From an optimization exercise on the open Yosys and OpenROAD flow, aimed at small area; shortcuts taken in it are not production practice. RTL that was checked went through simulation tests only; none was proved equivalent to the original. No activity file was given, so power comes from the tool's default toggle rates.

==> job 7889: inputs <==
==> flow/design.v <==
module riscv_cpu (
    input clk,
    input rst,
    output logic [31:0] instr_addr_o,
    input  logic [31:0] instr_data_i,
    output logic [31:0] data_addr_o,
    output logic [31:0] data_wdata_o,
    output logic [3:0]  data_we_o,
    input  logic [31:0] data_rdata_i
);
    wire [31:0] ins = instr_data_i;
    wire [6:0]  op  = ins[6:0];
    wire [4:0]  rd  = ins[11:7];
    wire [2:0]  f3  = ins[14:12];
    wire [4:0]  ra  = ins[19:15];
    wire [4:0]  rb  = ins[24:20];
    wire is_r    = (op == 7'b0110011);
    wire is_i    = (op == 7'b0010011);
    wire is_ld   = (op == 7'b0000011);
    wire is_st   = (op == 7'b0100011);
    wire is_br   = (op == 7'b1100011);
    wire is_lui  = (op == 7'b0110111);
    wire is_aui  = (op == 7'b0010111);
    wire is_jal  = (op == 7'b1101111);
    wire is_jalr = (op == 7'b1100111);
    logic [31:0] imm;
    always_comb begin
        imm = 32'b0;
        if (is_i | is_ld | is_jalr) imm = {{20{ins[31]}}, ins[31:20]};
        if (is_st)                  imm = {{20{ins[31]}}, ins[31:25], ins[11:7]};
        if (is_br)                  imm = {{20{ins[31]}}, ins[7], ins[30:25], ins[11:8], 1'b0};
        if (is_lui | is_aui)        imm = {ins[31:12], 12'b0};
        if (is_jal)                 imm = {{12{ins[31]}}, ins[19:12], ins[20], ins[30:21], 1'b0};
    end
    logic [31:0] rf [1:31];
    logic        w_we;
    logic [4:0]  w_rd;
    logic [31:0] w_data;
    wire [31:1] wsel, rsel1, rsel2;
    rf_dec5 u_wdec  (.a(w_rd), .en(w_we), .s(wsel));
    rf_dec5 u_rdec1 (.a(ra),   .en(1'b1), .s(rsel1));
    rf_dec5 u_rdec2 (.a(rb),   .en(1'b1), .s(rsel2));
    genvar gi, gb;
    generate
        for (gi = 1; gi < 32; gi = gi + 1) begin : g_rf
            wire we  = wsel[gi];
            wire wen = ~wsel[gi];
            for (gb = 0; gb < 32; gb = gb + 1) begin : g_bit
                wire nxt;
                rf_hold u_h (.d(w_data[gb]), .we(we), .q(rf[gi][gb]), .wen(wen), .y(nxt));
                always_ff @(posedge clk) rf[gi][gb] <= nxt;
            end
        end
    endgenerate
    logic [31:0] rs1, rs2;
    generate
        for (gb = 0; gb < 32; gb = gb + 1) begin : g_rd
            wire [31:1] col;
            for (gi = 1; gi < 32; gi = gi + 1) begin : g_col
                assign col[gi] = rf[gi][gb];
            end
            rf_rdbit u_r1 (.s(rsel1), .d(col), .y(rs1[gb]));
            rf_rdbit u_r2 (.s(rsel2), .d(col), .y(rs2[gb]));
        end
    endgenerate
    logic [31:0] pc;
    wire [31:0] opb   = op[5] ? rs2 : imm;           
    wire        sub   = (f3 != 3'b000) | op[6] | (op[5] & ins[30]);
    wire [32:0] sum2  = {1'b0, rs1} + {1'b0, opb ^ {32{sub}}} + {32'b0, sub};
    wire [31:0] diff  = sum2[31:0];
    wire        ltu   = ~sum2[32];
    wire        lts   = (rs1[31] != opb[31]) ? rs1[31] : diff[31];
    wire        eq    = (rs1 == rs2);
    wire [31:0] jt    = rs1 + imm;           
    wire [31:0] pcimm = pc + imm;            
    wire [31:0] pc4   = pc + 32'd4;
    wire        shl   = ~f3[2];
    logic [31:0] shin, shout, shrev;
    always_comb begin
        for (int i = 0; i < 32; i++) shin[i] = shl ? rs1[31 - i] : rs1[i];
    end
    wire        fill  = ins[30] & rs1[31] & ~shl;
    assign shout = $signed({fill, shin}) >>> opb[4:0];
    always_comb begin
        for (int i = 0; i < 32; i++) shrev[i] = shout[31 - i];
    end
    logic [31:0] alu;
    always_comb begin
        case (f3)
            3'b000: alu = diff;
            3'b001: alu = shrev;
            3'b010: alu = {31'b0, lts};
            3'b011: alu = {31'b0, ltu};
            3'b100: alu = rs1 ^ opb;
            3'b101: alu = shout;
            3'b110: alu = rs1 | opb;
            default: alu = rs1 & opb;
        endcase
    end
    logic [31:0] res;
    always_comb begin
        if (is_st)                  res = rs2;
        else if (is_br | is_aui)    res = pcimm;
        else if (is_jal | is_jalr)  res = pc4;
        else if (is_lui)            res = 32'b0;
        else                        res = alu;
    end
    logic taken;
    always_comb begin
        case (f3)
            3'b000: taken = eq;
            3'b001: taken = ~eq;
            3'b100: taken = diff[31];
            3'b101: taken = ~diff[31];
            3'b110: taken = ltu;
            3'b111: taken = ~ltu;
            default: taken = 1'b0;
        endcase
        taken = taken & is_br;
    end
    wire wr = (is_r | is_i | is_ld | is_lui | is_aui | is_jal | is_jalr) & (rd != 5'd0);
    logic [31:0] e_jt, e_res, m_addr, m_res;
    logic        e_taken, e_we, e_ld, e_st, m_we, m_ld, m_st;
    logic [4:0]  e_rd, m_rd;
    always_ff @(posedge clk or posedge rst) begin
        if (rst) begin
            pc      <= 32'b0;
            e_jt    <= 32'b0;
            e_taken <= 1'b0;
            e_we    <= 1'b0;
            e_st    <= 1'b0;
            m_we    <= 1'b0;
            m_st    <= 1'b0;
            w_we    <= 1'b0;
        end else begin
            pc      <= is_jal ? pcimm : is_jalr ? e_jt : e_taken ? e_res : pc4;
            e_jt    <= jt;
            e_taken <= taken;
            e_we    <= wr;
            e_st    <= is_st;
            m_we    <= e_we;
            m_st    <= e_st;
            w_we    <= m_we;
        end
    end
    always_ff @(posedge clk) begin
        e_res  <= res;
        e_rd   <= rd;
        e_ld   <= is_ld;
        m_addr <= e_jt;
        m_res  <= e_res;
        m_rd   <= e_rd;
        m_ld   <= e_ld;
        w_data <= m_ld ? data_rdata_i : m_res;
        w_rd   <= m_rd;
    end
    assign instr_addr_o = pc;
    assign data_addr_o  = m_addr;
    assign data_wdata_o = m_res;
    assign data_we_o    = {4{m_st}};
endmodule
module rf_hold (input d, input we, input q, input wen, output y);
    assign y = (d & we) | (q & wen);
endmodule
module rf_dec5 (input [4:0] a, input en, output [31:1] s);
    genvar k;
    generate
        for (k = 1; k < 32; k = k + 1) begin : g
            assign s[k] = en & (a == k);
        end
    endgenerate
endmodule
module rf_ao3 (input a1, input b1, input a2, input b2, input a3, input b3, output y);
    assign y = ~((a1 & b1) | (a2 & b2) | (a3 & b3));
endmodule
module rf_rdbit (input [31:1] s, input [31:1] d, output y);
    wire [9:0] t;
    genvar k;
    generate
        for (k = 0; k < 10; k = k + 1) begin : g
            rf_ao3 u (.a1(s[3*k+1]), .b1(d[3*k+1]), .a2(s[3*k+2]), .b2(d[3*k+2]),
                      .a3(s[3*k+3]), .b3(d[3*k+3]), .y(t[k]));
        end
    endgenerate
    assign y = ~(&t) | (s[31] & d[31]);
endmodule
==> flow/run.sh <==
#!/bin/bash
# synth_recipe.tcl (not shown) runs the flow's synth.tcl, then flattens the netlist and writes it again
# the make line also repeats each setting of config.mk as NAME=value (left out here)
make -C /OpenROAD-flow-scripts/flow DESIGN_CONFIG=/design/flow/config.mk WORK_HOME=/design/flow/orfs CLKGATE_MAP_FILE= SYNTH_SCRIPT=/design/flow/synth_recipe.tcl finish
==> flow/config.mk <==
export PLATFORM = sky130hd
export DESIGN_NAME = riscv_cpu
export DESIGN_NICKNAME = riscv_cpu
export VERILOG_FILES = /design/flow/design.v
export SDC_FILE = /design/flow/constraint.sdc
export NUM_CORES = 4
export LEC_CHECK = 0
export CAP_MARGIN = 20
export CORE_MARGIN = 2
export CORE_UTILIZATION = 40
export SLEW_MARGIN = 20
export SYNTH_HIERARCHICAL = 1
==> flow/constraint.sdc <==
create_clock -name core_clock -period 8.0 [get_ports {clk}]
set_input_delay 1.6000 -clock core_clock [delete_from_list [all_inputs] [get_ports {clk}]]
set_output_delay 1.6000 -clock core_clock [all_outputs]
set_load 0.01 [all_outputs]
==> job 7779: changes against job 7889 <==
==> flow/design.v, changed modules only <==
module riscv_cpu (
    input clk,
    input rst,
    output logic [31:0] instr_addr_o,
    input  logic [31:0] instr_data_i,
    output logic [31:0] data_addr_o,
    output logic [31:0] data_wdata_o,
    output logic [3:0]  data_we_o,
    input  logic [31:0] data_rdata_i
);
    wire [31:0] ins = instr_data_i;
    wire [6:0]  op  = ins[6:0];
    wire [4:0]  rd  = ins[11:7];
    wire [2:0]  f3  = ins[14:12];
    wire [4:0]  ra  = ins[19:15];
    wire [4:0]  rb  = ins[24:20];
    wire is_r    = (op == 7'b0110011);
    wire is_i    = (op == 7'b0010011);
    wire is_ld   = (op == 7'b0000011);
    wire is_st   = (op == 7'b0100011);
    wire is_br   = (op == 7'b1100011);
    wire is_lui  = (op == 7'b0110111);
    wire is_aui  = (op == 7'b0010111);
    wire is_jal  = (op == 7'b1101111);
    wire is_jalr = (op == 7'b1100111);
    logic [31:0] imm;
    always_comb begin
        imm = 32'b0;
        if (is_i | is_ld | is_jalr) imm = {{20{ins[31]}}, ins[31:20]};
        if (is_st)                  imm = {{20{ins[31]}}, ins[31:25], ins[11:7]};
        if (is_br)                  imm = {{20{ins[31]}}, ins[7], ins[30:25], ins[11:8], 1'b0};
        if (is_lui | is_aui)        imm = {ins[31:12], 12'b0};
        if (is_jal)                 imm = {{12{ins[31]}}, ins[19:12], ins[20], ins[30:21], 1'b0};
    end
    logic [31:0] rf [1:31];
    logic        w_we;
    logic [4:0]  w_rd;
    logic [31:0] w_data;
    genvar gi;
    generate
        for (gi = 1; gi < 32; gi = gi + 1) begin : g_rf
            always_ff @(posedge clk)
                if (w_we && w_rd == gi) rf[gi] <= w_data;
        end
    endgenerate
    logic [31:0] rs1, rs2;
    always_comb begin
        rs1 = 32'b0;
        rs2 = 32'b0;
        for (int i = 1; i < 32; i++) begin
            rs1 = rs1 | ({32{ra == i}} & rf[i]);
            rs2 = rs2 | ({32{rb == i}} & rf[i]);
        end
    end
    logic [31:0] pc;
    wire [31:0] opb   = op[5] ? rs2 : imm;           
    wire        sub   = (f3 != 3'b000) | op[6] | (op[5] & ins[30]);
    wire [32:0] sum2  = {1'b0, rs1} + {1'b0, opb ^ {32{sub}}} + {32'b0, sub};
    wire [31:0] diff  = sum2[31:0];
    wire        ltu   = ~sum2[32];
    wire        lts   = (rs1[31] != opb[31]) ? rs1[31] : diff[31];
    wire        eq    = (rs1 == rs2);
    wire [31:0] jt    = rs1 + imm;           
    wire [31:0] pcimm = pc + imm;            
    wire [31:0] pc4   = pc + 32'd4;
    wire        shl   = ~f3[2];
    logic [31:0] shin, shout, shrev;
    always_comb begin
        for (int i = 0; i < 32; i++) shin[i] = shl ? rs1[31 - i] : rs1[i];
    end
    wire        fill  = ins[30] & rs1[31] & ~shl;
    assign shout = $signed({fill, shin}) >>> opb[4:0];
    always_comb begin
        for (int i = 0; i < 32; i++) shrev[i] = shout[31 - i];
    end
    logic [31:0] alu;
    always_comb begin
        case (f3)
            3'b000: alu = diff;
            3'b001: alu = shrev;
            3'b010: alu = {31'b0, lts};
            3'b011: alu = {31'b0, ltu};
            3'b100: alu = rs1 ^ opb;
            3'b101: alu = shout;
            3'b110: alu = rs1 | opb;
            default: alu = rs1 & opb;
        endcase
    end
    logic [31:0] res;
    always_comb begin
        if (is_st)                  res = rs2;
        else if (is_br | is_aui)    res = pcimm;
        else if (is_jal | is_jalr)  res = pc4;
        else if (is_lui)            res = 32'b0;
        else                        res = alu;
    end
    logic taken;
    always_comb begin
        case (f3)
            3'b000: taken = eq;
            3'b001: taken = ~eq;
            3'b100: taken = diff[31];
            3'b101: taken = ~diff[31];
            3'b110: taken = ltu;
            3'b111: taken = ~ltu;
            default: taken = 1'b0;
        endcase
        taken = taken & is_br;
    end
    wire wr = (is_r | is_i | is_ld | is_lui | is_aui | is_jal | is_jalr) & (rd != 5'd0);
    logic [31:0] e_jt, e_res, m_addr, m_res;
    logic        e_taken, e_we, e_ld, e_st, m_we, m_ld, m_st;
    logic [4:0]  e_rd, m_rd;
    always_ff @(posedge clk or posedge rst) begin
        if (rst) begin
            pc      <= 32'b0;
            e_jt    <= 32'b0;
            e_taken <= 1'b0;
            e_we    <= 1'b0;
            e_st    <= 1'b0;
            m_we    <= 1'b0;
            m_st    <= 1'b0;
            w_we    <= 1'b0;
        end else begin
            pc      <= is_jal ? pcimm : is_jalr ? e_jt : e_taken ? e_res : pc4;
            e_jt    <= jt;
            e_taken <= taken;
            e_we    <= wr;
            e_st    <= is_st;
            m_we    <= e_we;
            m_st    <= e_st;
            w_we    <= m_we;
        end
    end
    always_ff @(posedge clk) begin
        e_res  <= res;
        e_rd   <= rd;
        e_ld   <= is_ld;
        m_addr <= e_jt;
        m_res  <= e_res;
        m_rd   <= e_rd;
        m_ld   <= e_ld;
        w_data <= m_ld ? data_rdata_i : m_res;
        w_rd   <= m_rd;
    end
    assign instr_addr_o = pc;
    assign data_addr_o  = m_addr;
    assign data_wdata_o = m_res;
    assign data_we_o    = {4{m_st}};
endmodule
// module rf_hold removed
// module rf_dec5 removed
// module rf_ao3 removed
// module rf_rdbit removed
SYNTH_HIERARCHICAL = unset   (was 1)
==> job 556: changes against job 7889 <==
--- a/flow/design.v
+++ b/flow/design.v
@@ -124,2 +124,11 @@
     logic [4:0]  e_rd, m_rd;
+    logic e_first;
+    wire  sel_jal  = is_jal;
+    wire  sel_jalr = is_jalr & ~e_first;
+    wire  sel_br   = ~is_jal & ~is_jalr & e_taken;
+    wire  sel_inc  = ~is_jal & ~is_jalr & ~e_taken;
+    wire [31:0] next_pc = ({32{sel_jal}}  & pcimm) |
+                          ({32{sel_jalr}} & e_jt)  |
+                          ({32{sel_br}}   & e_res) |
+                          ({32{sel_inc}}  & pc4);
     always_ff @(posedge clk or posedge rst) begin
@@ -127,3 +136,3 @@
             pc      <= 32'b0;
-            e_jt    <= 32'b0;
+            e_first <= 1'b1;
             e_taken <= 1'b0;
@@ -135,4 +144,4 @@
         end else begin
-            pc      <= is_jal ? pcimm : is_jalr ? e_jt : e_taken ? e_res : pc4;
-            e_jt    <= jt;
+            pc      <= next_pc;
+            e_first <= 1'b0;
             e_taken <= taken;
@@ -146,2 +155,3 @@
     always_ff @(posedge clk) begin
+        e_jt   <= jt;
         e_res  <= res;
==> flow/flow/run.sh (new file) <==
#!/bin/bash
# Layout flow: the standard ORFS flow (standard.sh, unchanged synthesis),
# with these layout settings passed to make:
#  - port buffers use buf_2 instead of the default choice
#  - CTS without dummy loads (clustering as in config.mk)
set -uo pipefail
bash standard.sh \
  "BUFFER_PORTS_ARGS=-buffer_cell sky130_fd_sc_hd__buf_2" \
  "CTS_ARGS=-sink_clustering_enable -repair_clock_nets -sink_clustering_size 20 -sink_clustering_max_diameter 100 -dont_use_dummy_load" \
  finish > flow_make.log 2>&1
status=$?
cp -f orfs/logs/sky130hd/riscv_cpu/base/*.log . 2>/dev/null || true
exit $status
==> flow/standard.sh (new file) <==
#!/bin/bash
# synth_recipe.tcl (not shown) runs the flow's synth.tcl, then flattens the netlist and writes it again
# the make line also repeats each setting of config.mk as NAME=value (left out here)
make -C /OpenROAD-flow-scripts/flow DESIGN_CONFIG=/design/flow/config.mk WORK_HOME=/design/flow/orfs CLKGATE_MAP_FILE= SYNTH_SCRIPT=/design/flow/synth_recipe.tcl "${@:-finish}"
CAP_MARGIN = 10   (was 20)
CORE_UTILIZATION = 45   (was 40)
CTS_CLUSTER_DIAMETER = 100   (was unset)
CTS_CLUSTER_SIZE = 20   (was unset)
SLEW_MARGIN = 10   (was 20)
removed: flow/run.sh
==> qor summary <==
quantity                                                          job 556      job 7779      job 7889
Synth Area in Simple Gates                                         7.854%        16.06%        7.515%
Number of distinct library cells after synthesis                       86            94            99
Fraction of layout instances using a drive strength above 1        13.81%        18.15%        15.39%
Die Footprint                                                126200 sq um  160900 sq um  141800 sq um
Worst-case setup margin in the final layout                     0.6031 ns     0.6337 ns     0.5623 ns
Global-route usage over all layers                                 42.84%        49.21%        39.52%
Portion of total power attributed to sequential cells               54.6%         41.2%         44.9%
Inserted Clock Buffers                                                 73           136           132
Multi-input combinational cell area                           30880 sq um   27250 sq um   30540 sq um
Vias per std cell                                                   7.706         7.476         7.285
Clk network pwr share                                               31.0%         35.4%         42.0%
Worst-Margin Slew                                                1.283 ns      1.251 ns      1.171 ns
Initial cell density of the core                                   45.45%        40.34%        40.32%
Run status                               no timing/DRC/antenna violations  no timing/DRC/antenna violations  no timing/DRC/antenna violations
Clk_buf instances                                                      73           168           190
Die extent in y                                                  355.3 um      401.1 um      376.5 um
Internal power of the cells                                       8473 uW      12730 uW      10550 uW
Setup Slack @ Placement                                         0.3479 ns     0.1693 ns    -0.1076 ns
Number of synthesized flops with an enable pin                          0           992             0
Seq_cells                                                            1208          1207          1207
Largest incremental delay on the critical path                    1.04 ns       0.85 ns       0.88 ns
Cell count of the worst reg-to-reg path                                19            21            18
Fill cell total of the finished layout                              11118         14062         12455
Combinational power share                                           14.5%         23.4%         13.0%
Synth top area share                                               42.14%        47.22%        41.01%
Global-route met1 utilization                                      55.45%        57.01%        52.41%
Function not checked in job 7779: the RTL went through the layout flow alone.

separate check: timing with driven ports:
How much do the figures lean on ideal ports? The routed layouts below were timed once more, with nothing changed but the port constraints.
Step 1: set_driving_cell puts a clkbuf_16 on clk and a buf_2 on each other input, an assumption about the parent block.
Step 2, shift: input delay + t, output delay - t, t = (earliest + latest rising clock arrival at the registers) / 2. This alone moves slack from input paths to output paths.
Three values: ideal ports, drivers, drivers and shift; two values: the first two.
| run | t, ns | slack for setup (ns) | worst setup path after step 2 | pins driven straight from the clock port |
|---|---|---|---|---|
| job 7889 | 0.863 | 0.562 / 0.596 / -0.267 | input to register | 1 |
| job 7779 | 0.897 | 0.634 / 0.561 / -0.337 | input to register | 1 |
| job 556 | 0.763 | 0.603 / 0.654 / -0.109 | input to register | 1 |
With both steps, setup timing fails in every run listed, where it was met with ideal ports. The setup slack of job 7779, which loses most, moves by -0.073 ns with the drivers and by -0.971 ns with both steps.
